What follows belongs to an exercise in optimizing a design on an open flow for small area and a short achievable clock period; a production flow would make more cautious choices.
RTL that was checked went through simulation tests only; none was proved equivalent to the original.
The clock input has no modelled driver; a real chip could not lean on it and would need a root buffer or a full tree.
Power figures rest on the tool's default switching activity, not on a simulated workload.

==> exp/quartz: inputs <==
==> flow/design.v <==
parameter REAL_DATA_WIDTH = 32;
typedef logic[REAL_DATA_WIDTH-1:0] RealDataType;
function automatic RealDataType unpackReal(input RealDataType arg, input int NUM_BITS);
    if (NUM_BITS > REAL_DATA_WIDTH) begin
        $error("Attempted to grab %d bits from %d bit RealDataType", NUM_BITS, REAL_DATA_WIDTH);
    end
    unpackReal = arg >> (REAL_DATA_WIDTH - NUM_BITS);
endfunction
function automatic RealDataType packReal(input RealDataType arg, input int NUM_BITS);
    if (NUM_BITS > REAL_DATA_WIDTH) begin
        $error("Attempted to pack %d bits in %d bit RealDataType", NUM_BITS, REAL_DATA_WIDTH);
    end
    packReal = arg << (REAL_DATA_WIDTH - NUM_BITS);
endfunction
typedef struct packed {
    RealDataType re;
    RealDataType im;
} ComplexType;
typedef logic[2*REAL_DATA_WIDTH-1:0] ComplexLogicType;
function automatic ComplexLogicType complexToLogic(input ComplexType arg);
    complexToLogic = {arg.im, arg.re};
endfunction
function automatic ComplexType logicToComplex(input ComplexLogicType arg);
    logicToComplex = {arg[2*REAL_DATA_WIDTH-1:REAL_DATA_WIDTH], arg[REAL_DATA_WIDTH-1:0]};
endfunction
`timescale 1ns/1ns
module radix_2_butterfly #(
    parameter DATA_WIDTH = 16
) (
    input  logic       clkIn,
    input  logic       rstIn,
    input  logic       enIn,
    input  logic       validIn,
    input  ComplexType dataIn,
    output logic       validOut,
    output ComplexType dataOut
);
    localparam int LW = DATA_WIDTH / 2;          
    localparam int HW = DATA_WIDTH + 1 - LW;     
    logic       stateR;      
    logic       bInvR;       
    logic [2:0] validR;
    always_ff @(posedge clkIn) begin
        if (rstIn) begin
            stateR <= 1'b0;
            validR <= 3'b000;
        end else if (enIn) begin
            if (validIn) stateR <= ~stateR;
            validR <= {validR[1:0], validIn};
        end
    end
    logic signed [DATA_WIDTH-1:0] inRe, inIm;
    assign inRe = dataIn[63 -: DATA_WIDTH];
    assign inIm = dataIn[31 -: DATA_WIDTH];
    function automatic logic [HW:0] prefixAdd(input logic [HW-1:0] a,
                                              input logic [HW-1:0] b,
                                              input logic cin);
        logic [HW-1:0] p, g, gg, pp, gn, pn;
        p  = a ^ b;
        g  = a & b;
        gg = g;
        pp = p;
        gg[0] = g[0] | (p[0] & cin);
        for (int l = 0; (1 << l) < HW; l++) begin
            gn = gg;
            pn = pp;
            for (int i = 0; i < HW; i++) begin
                if ((i >> l) & 1) begin
                    gn[i] = gg[i] | (pp[i] & gg[((i >> l) << l) - 1]);
                    pn[i] = pp[i] & pp[((i >> l) << l) - 1];
                end
            end
            gg = gn;
            pp = pn;
        end
        prefixAdd = {gg[HW-1], p ^ {gg[HW-2:0], cin}};
    endfunction
    function automatic logic lowCarry(input logic [LW-1:0] a,
                                      input logic [LW-1:0] b,
                                      input logic cin);
        logic [HW:0] s;
        s = prefixAdd(HW'(a), HW'(b), cin);
        lowCarry = s[LW];
    endfunction
    logic signed [DATA_WIDTH-1:0] x0ReR, x0ImR, aReR, aImR, bReR, bImR;
    logic                         cReR, cImR;
    logic signed [DATA_WIDTH:0]   outReR, outImR;
    logic [HW:0] lowRe, lowIm, highRe, highIm;
    assign lowRe  = prefixAdd(HW'(aReR[LW-1:0]), HW'(bReR[LW-1:0]), bInvR);
    assign lowIm  = prefixAdd(HW'(aImR[LW-1:0]), HW'(bImR[LW-1:0]), bInvR);
    assign highRe = prefixAdd({aReR[DATA_WIDTH-1], aReR[DATA_WIDTH-1:LW]},
                              {bReR[DATA_WIDTH-1], bReR[DATA_WIDTH-1:LW]}, cReR);
    assign highIm = prefixAdd({aImR[DATA_WIDTH-1], aImR[DATA_WIDTH-1:LW]},
                              {bImR[DATA_WIDTH-1], bImR[DATA_WIDTH-1:LW]}, cImR);
    always_ff @(posedge clkIn) begin
        if (enIn) begin
            if (stateR) begin
                aReR  <= x0ReR;
                aImR  <= x0ImR;
                bReR  <= inRe;
                bImR  <= inIm;
                bInvR <= 1'b0;
                cReR  <= lowCarry(x0ReR[LW-1:0], inRe[LW-1:0], 1'b0);
                cImR  <= lowCarry(x0ImR[LW-1:0], inIm[LW-1:0], 1'b0);
            end else begin
                x0ReR <= inRe;
                x0ImR <= inIm;
                bReR  <= ~bReR;
                bImR  <= ~bImR;
                bInvR <= ~bInvR;
                cReR  <= lowCarry(aReR[LW-1:0], ~bReR[LW-1:0], ~bInvR);
                cImR  <= lowCarry(aImR[LW-1:0], ~bImR[LW-1:0], ~bInvR);
            end
            outReR <= {highRe[HW-1:0], lowRe[LW-1:0]};
            outImR <= {highIm[HW-1:0], lowIm[LW-1:0]};
        end
    end
    assign dataOut.re = {outReR, {(32-DATA_WIDTH-1){1'b0}}};
    assign dataOut.im = {outImR, {(32-DATA_WIDTH-1){1'b0}}};
    assign validOut   = validR[2];
endmodule
==> flow/flow/run.sh <==
#!/bin/bash
set -euo pipefail
bash standard.sh ADDER_MAP_FILE= ABC_AREA=1 MATCH_CELL_FOOTPRINT=0 SETUP_SLACK_MARGIN=1.45 BUFFER_PORTS_ARGS=-buffer_cell\ sky130_fd_sc_hd__buf_2 finish > orfs_flow.log 2>&1
==> flow/standard.sh <==
#!/bin/bash
# synth_recipe.tcl (not shown) runs the flow's synth.tcl, then flattens the netlist and writes it again
# the make line also repeats each setting of config.mk as NAME=value (left out here)
make -C /OpenROAD-flow-scripts/flow DESIGN_CONFIG=/design/flow/config.mk WORK_HOME=/design/flow/orfs CLKGATE_MAP_FILE= SYNTH_SCRIPT=/design/flow/synth_recipe.tcl "${@:-finish}"
==> flow/config.mk <==
export PLATFORM = sky130hd
export DESIGN_NAME = radix_2_butterfly
export DESIGN_NICKNAME = radix_2_butterfly
export VERILOG_FILES = /design/flow/design.v
export SDC_FILE = /design/flow/constraint.sdc
export NUM_CORES = 4
export LEC_CHECK = 0
export CAP_MARGIN = 20
export CORE_MARGIN = 2
export CORE_UTILIZATION = 40
export SLEW_MARGIN = 20
==> flow/constraint.sdc <==
create_clock -name core_clock -period 3.0 [get_ports {clkIn}]
set_input_delay 0.6000 -clock core_clock [delete_from_list [all_inputs] [get_ports {clkIn}]]
set_output_delay 0.6000 -clock core_clock [all_outputs]
set_load 0.01 [all_outputs]
==> exp/lagoon (differences from exp/quartz) <==
==> flow/design.v, changed modules only <==
module radix_2_butterfly #(
    parameter DATA_WIDTH = 16
) (
    input  logic       clkIn,
    input  logic       rstIn,
    input  logic       enIn,
    input  logic       validIn,
    input  ComplexType dataIn,
    output logic       validOut,
    output ComplexType dataOut
);
    logic       stateR;      
    logic [2:0] validR;
    always_ff @(posedge clkIn) begin
        if (rstIn) begin
            stateR <= 1'b0;
            validR <= 3'b000;
        end else if (enIn) begin
            if (validIn) stateR <= ~stateR;
            validR <= {validR[1:0], validIn};
        end
    end
    logic sumSel;
    assign sumSel = validR[0] & ~stateR;
    logic signed [DATA_WIDTH-1:0] inRe, inIm;
    assign inRe = dataIn[63 -: DATA_WIDTH];
    assign inIm = dataIn[31 -: DATA_WIDTH];
    logic signed [DATA_WIDTH-1:0] x0ReR, x0ImR, x1ReR, x1ImR;
    logic signed [DATA_WIDTH:0]   outReR, outImR;
    localparam int AW = DATA_WIDTH + 1;
    function automatic logic [AW-1:0] prefixAdd(input logic [AW-1:0] a,
                                                  input logic [AW-1:0] b,
                                                  input logic cin);
        logic [AW-1:0] p, g, gg, pp, gn, pn;
        p  = a ^ b;
        g  = a & b;
        gg = g;
        pp = p;
        gg[0] = g[0] | (p[0] & cin);
        for (int l = 0; (1 << l) < AW; l++) begin
            gn = gg;
            pn = pp;
            for (int i = 0; i < AW; i++) begin
                if ((i >> l) & 1) begin
                    gn[i] = gg[i] | (pp[i] & gg[((i >> l) << l) - 1]);
                    pn[i] = pp[i] & pp[((i >> l) << l) - 1];
                end
            end
            gg = gn;
            pp = pn;
        end
        prefixAdd = p ^ {gg[AW-2:0], cin};
    endfunction
    logic [DATA_WIDTH:0] opARe, opAIm, opBRe, opBIm;
    assign opARe = sumSel ? {x0ReR[DATA_WIDTH-1], x0ReR} : outReR;
    assign opAIm = sumSel ? {x0ImR[DATA_WIDTH-1], x0ImR} : outImR;
    assign opBRe = sumSel ? {x1ReR[DATA_WIDTH-1], x1ReR} : {~x1ReR, 1'b1};
    assign opBIm = sumSel ? {x1ImR[DATA_WIDTH-1], x1ImR} : {~x1ImR, 1'b1};
    always_ff @(posedge clkIn) begin
        if (enIn) begin
            if (stateR) begin
                x1ReR <= inRe;
                x1ImR <= inIm;
            end else begin
                x0ReR <= inRe;
                x0ImR <= inIm;
            end
            outReR <= prefixAdd(opARe, opBRe, ~sumSel);
            outImR <= prefixAdd(opAIm, opBIm, ~sumSel);
        end
    end
    assign dataOut.re = {outReR, {(32-DATA_WIDTH-1){1'b0}}};
    assign dataOut.im = {outImR, {(32-DATA_WIDTH-1){1'b0}}};
    assign validOut   = validR[2];
endmodule
==> flow/run.sh (new file) <==
#!/bin/bash
# synth_recipe.tcl (not shown) runs the flow's synth.tcl, then flattens the netlist and writes it again
# the make line also repeats each setting of config.mk as NAME=value (left out here)
make -C /OpenROAD-flow-scripts/flow DESIGN_CONFIG=/design/flow/config.mk WORK_HOME=/design/flow/orfs CLKGATE_MAP_FILE= SYNTH_SCRIPT=/design/flow/synth_recipe.tcl finish
removed: flow/flow/run.sh
removed: flow/standard.sh
==> results_dict.tcl <==
set metrics [dict create \
    outcome "complete, no violations" \
    endpoint_kind "register" \
    critPathLaunch "stateR$_SDFFE_PP0P_" \
    wirelength_um 10870 \
    place_ws_ns -0.07790 \
]
Source of the figures above: exp/lagoon

==> results_dict.tcl <==
set metrics [dict create \
    outcome "complete, no violations" \
    critPathLaunch "outImR[0]$_DFFE_PP_" \
    n_fill_cell 1428 \
    max_stage_delay_ns 0.41 \
    place_ws_ns 1.099 \
    synth_top_area_share_pct 61.10 \
    endpoint_kind "output port" \
]
Source of the figures above: exp/quartz

Only the layout flow was run in exp/lagoon; the RTL was not checked for function there.


==> trial 47 <==
Starts from the design.v that is shown in full above.
==> flow/config.mk <==
export PLATFORM = sky130hd
export DESIGN_NAME = radix_2_butterfly
export DESIGN_NICKNAME = radix_2_butterfly
export VERILOG_FILES = /design/flow/design.v
export SDC_FILE = /design/flow/constraint.sdc
export NUM_CORES = 4
export LEC_CHECK = 0
export CAP_MARGIN = 20
export CORE_MARGIN = 2
export CORE_UTILIZATION = 40
export SLEW_MARGIN = 20
==> flow/constraint.sdc <==
create_clock -name core_clock -period 3.0 [get_ports {clkIn}]
set_input_delay 0.6000 -clock core_clock [delete_from_list [all_inputs] [get_ports {clkIn}]]
set_output_delay 0.6000 -clock core_clock [all_outputs]
set_load 0.01 [all_outputs]
standard.sh (not shown) runs the stock make flow with config.mk's settings and CLKGATE_MAP_FILE= SYNTH_SCRIPT=/design/flow/synth_recipe.tcl, a recipe that flattens the netlist after the stock synthesis.
==> flow/flow/run.sh <==
#!/bin/bash
# Layout flow: the standard ORFS flow (standard.sh) with these changes:
#  - synthesis: no full/half adder cell extraction before ABC (ADDER_MAP_FILE
#    empty) and ABC's delay-driven mapping script (ABC_AREA=1);
#  - resizing may change a cell's footprint (MATCH_CELL_FOOTPRINT=0);
#  - ports buffered with buf_2;
#  - repair_timing aims for SETUP_SLACK_MARGIN of slack;
#  - the clock tree is built by flow/cts_manual.tcl (the clock port drives
#    4 clkbuf_16, each driving the flip-flops of one quarter of the core)
#    instead of TritonCTS.
# Each step's output goes to a log file of its own in this folder.
set -euo pipefail
K=(ADDER_MAP_FILE= ABC_AREA=1 MATCH_CELL_FOOTPRINT=0 SETUP_SLACK_MARGIN=1.4
   "BUFFER_PORTS_ARGS=-buffer_cell sky130_fd_sc_hd__buf_2")
bash standard.sh "${K[@]}" place > 1_synth_place.log 2>&1
bash standard.sh "${K[@]}" run RUN_SCRIPT="$PWD/flow/cts_manual.tcl" > 2_cts_manual.log 2>&1
bash standard.sh "${K[@]}" finish > 3_route_finish.log 2>&1
Other scripts of this flow, unchanged in this note and not shown: flow/flow/cts_manual.tcl
==> build 52 (differences from trial 47) <==
--- a/flow/design.v
+++ b/flow/design.v
@@ -62,12 +62,10 @@
         pp = p;
         gg[0] = g[0] | (p[0] & cin);
-        for (int l = 0; (1 << l) < HW; l++) begin
+        for (int d = 1; d < HW; d = d * 2) begin
             gn = gg;
             pn = pp;
-            for (int i = 0; i < HW; i++) begin
-                if ((i >> l) & 1) begin
-                    gn[i] = gg[i] | (pp[i] & gg[((i >> l) << l) - 1]);
-                    pn[i] = pp[i] & pp[((i >> l) << l) - 1];
-                end
+            for (int i = d; i < HW; i++) begin
+                gn[i] = gg[i] | (pp[i] & gg[i - d]);
+                pn[i] = pp[i] & pp[i - d];
             end
             gg = gn;
==> build 22 (differences from trial 47) <==
--- a/flow/flow/run.sh
+++ b/flow/flow/run.sh
@@ -11,5 +11,5 @@
 # Each step's output goes to a log file of its own in this folder.
 set -euo pipefail
-K=(ADDER_MAP_FILE= ABC_AREA=1 MATCH_CELL_FOOTPRINT=0 SETUP_SLACK_MARGIN=1.4
+K=(ADDER_MAP_FILE= ABC_AREA=1 MATCH_CELL_FOOTPRINT=0 SETUP_SLACK_MARGIN=1.6
    "BUFFER_PORTS_ARGS=-buffer_cell sky130_fd_sc_hd__buf_2")
 bash standard.sh "${K[@]}" place > 1_synth_place.log 2>&1
==> summary.txt <==
item	build 52	trial 47	build 22
Outcome	finished clean	finished clean	finished clean
Max Fanout on Critical Path	6	4	4
Met1 Use GR	17.8%	14.9%	17.0%
Transition time at the pin with the least slew margin	0.656 ns	0.650 ns	-
Cell area after placement	7170 µm²	7080 µm²	7110 µm²
Initial antenna violation count	1	0	0
Depth of the critical timing path with buffers and inverters included	7	9	8
Power Dens Cells	491 nW/µm²	500 nW/µm²	473 nW/µm²
Clk pwr	0.706 mW	0.707 mW	0.701 mW
Startpoint of the tightest hold check path	x0ReR[13]	x0ImR[15]	x0ImR[10]
Source of the critical timing path	bInvR	bImR[11]	aReR[8]
Capturing element of the worst setup path	outReR[4]	outImR[16]	outReR[12]
Gate count after technology mapping	689	667	667
Starting density of the core	40.4%	41.0%	41.0%
Num tapcells	220	216	216
Met3 layer wire length in the routed design	553 µm	375 µm	361 µm
Die Span Y	133 µm	132 µm	132 µm
Post-DR wirelength/cell	12.6 µm	12.0 µm	12.9 µm
Combined area of the multi-input logic cells	2290 µm²	2080 µm²	2420 µm²
Static Leakage	3.28 nW	3.23 nW	3.58 nW
Synthesized area divided by synthesized cell count	9.63 µm²	9.80 µm²	9.80 µm²
The RTL of build 52 was laid out without a check of its function. In every run of this note, the design's own scripts or RTL, not TritonCTS, make the clock network.

what the ideal ports hide:
No port has a modelled driver above. Below, the same layouts with a new extraction and two added sets of constraints.
Step 1, drivers: a clkbuf_16 drives clkIn and a buf_2 each remaining input, both assumed.
Step 2 moves the port delays by t, midway between the first and last clock arrival at a register: inputs arrive t later, outputs are due t later. That takes back most of the time a late clock gives input paths.
a / b / c = ideal / step 1 / step 2; a / b = the first two.
run	t, ns	setup slack, ns	worst hold slack (ns)	clock arrival spread, ns	worst register clock-pin slew, ns
exp/quartz	0.447	1.416 / 1.375 / 1.095	0.382 / 0.363 / 0.413	0.010 / 0.010	0.06 / 0.06
exp/lagoon	0.392	0.062 / 0.062 / 0.062	0.504 / 0.504 / 0.504	0.012 / 0.012	0.07 / 0.07
trial 47	0.266	1.511 / 1.511 / 1.306	0.433 / 0.434 / 0.434	0.012 / 0.012	0.12 / 0.12
build 52	0.270	1.428 / 1.428 / 1.225	0.431 / 0.431 / 0.431	0.009 / 0.008	0.12 / 0.12
build 22	0.265	1.503 / 1.503 / 1.343	0.434 / 0.434 / 0.434	0.005 / 0.005	0.12 / 0.12
After both steps every run listed still meets setup and hold. For exp/quartz, which loses most, drivers alone change the setup slack by -0.041 ns; drivers and shift together by -0.321 ns.
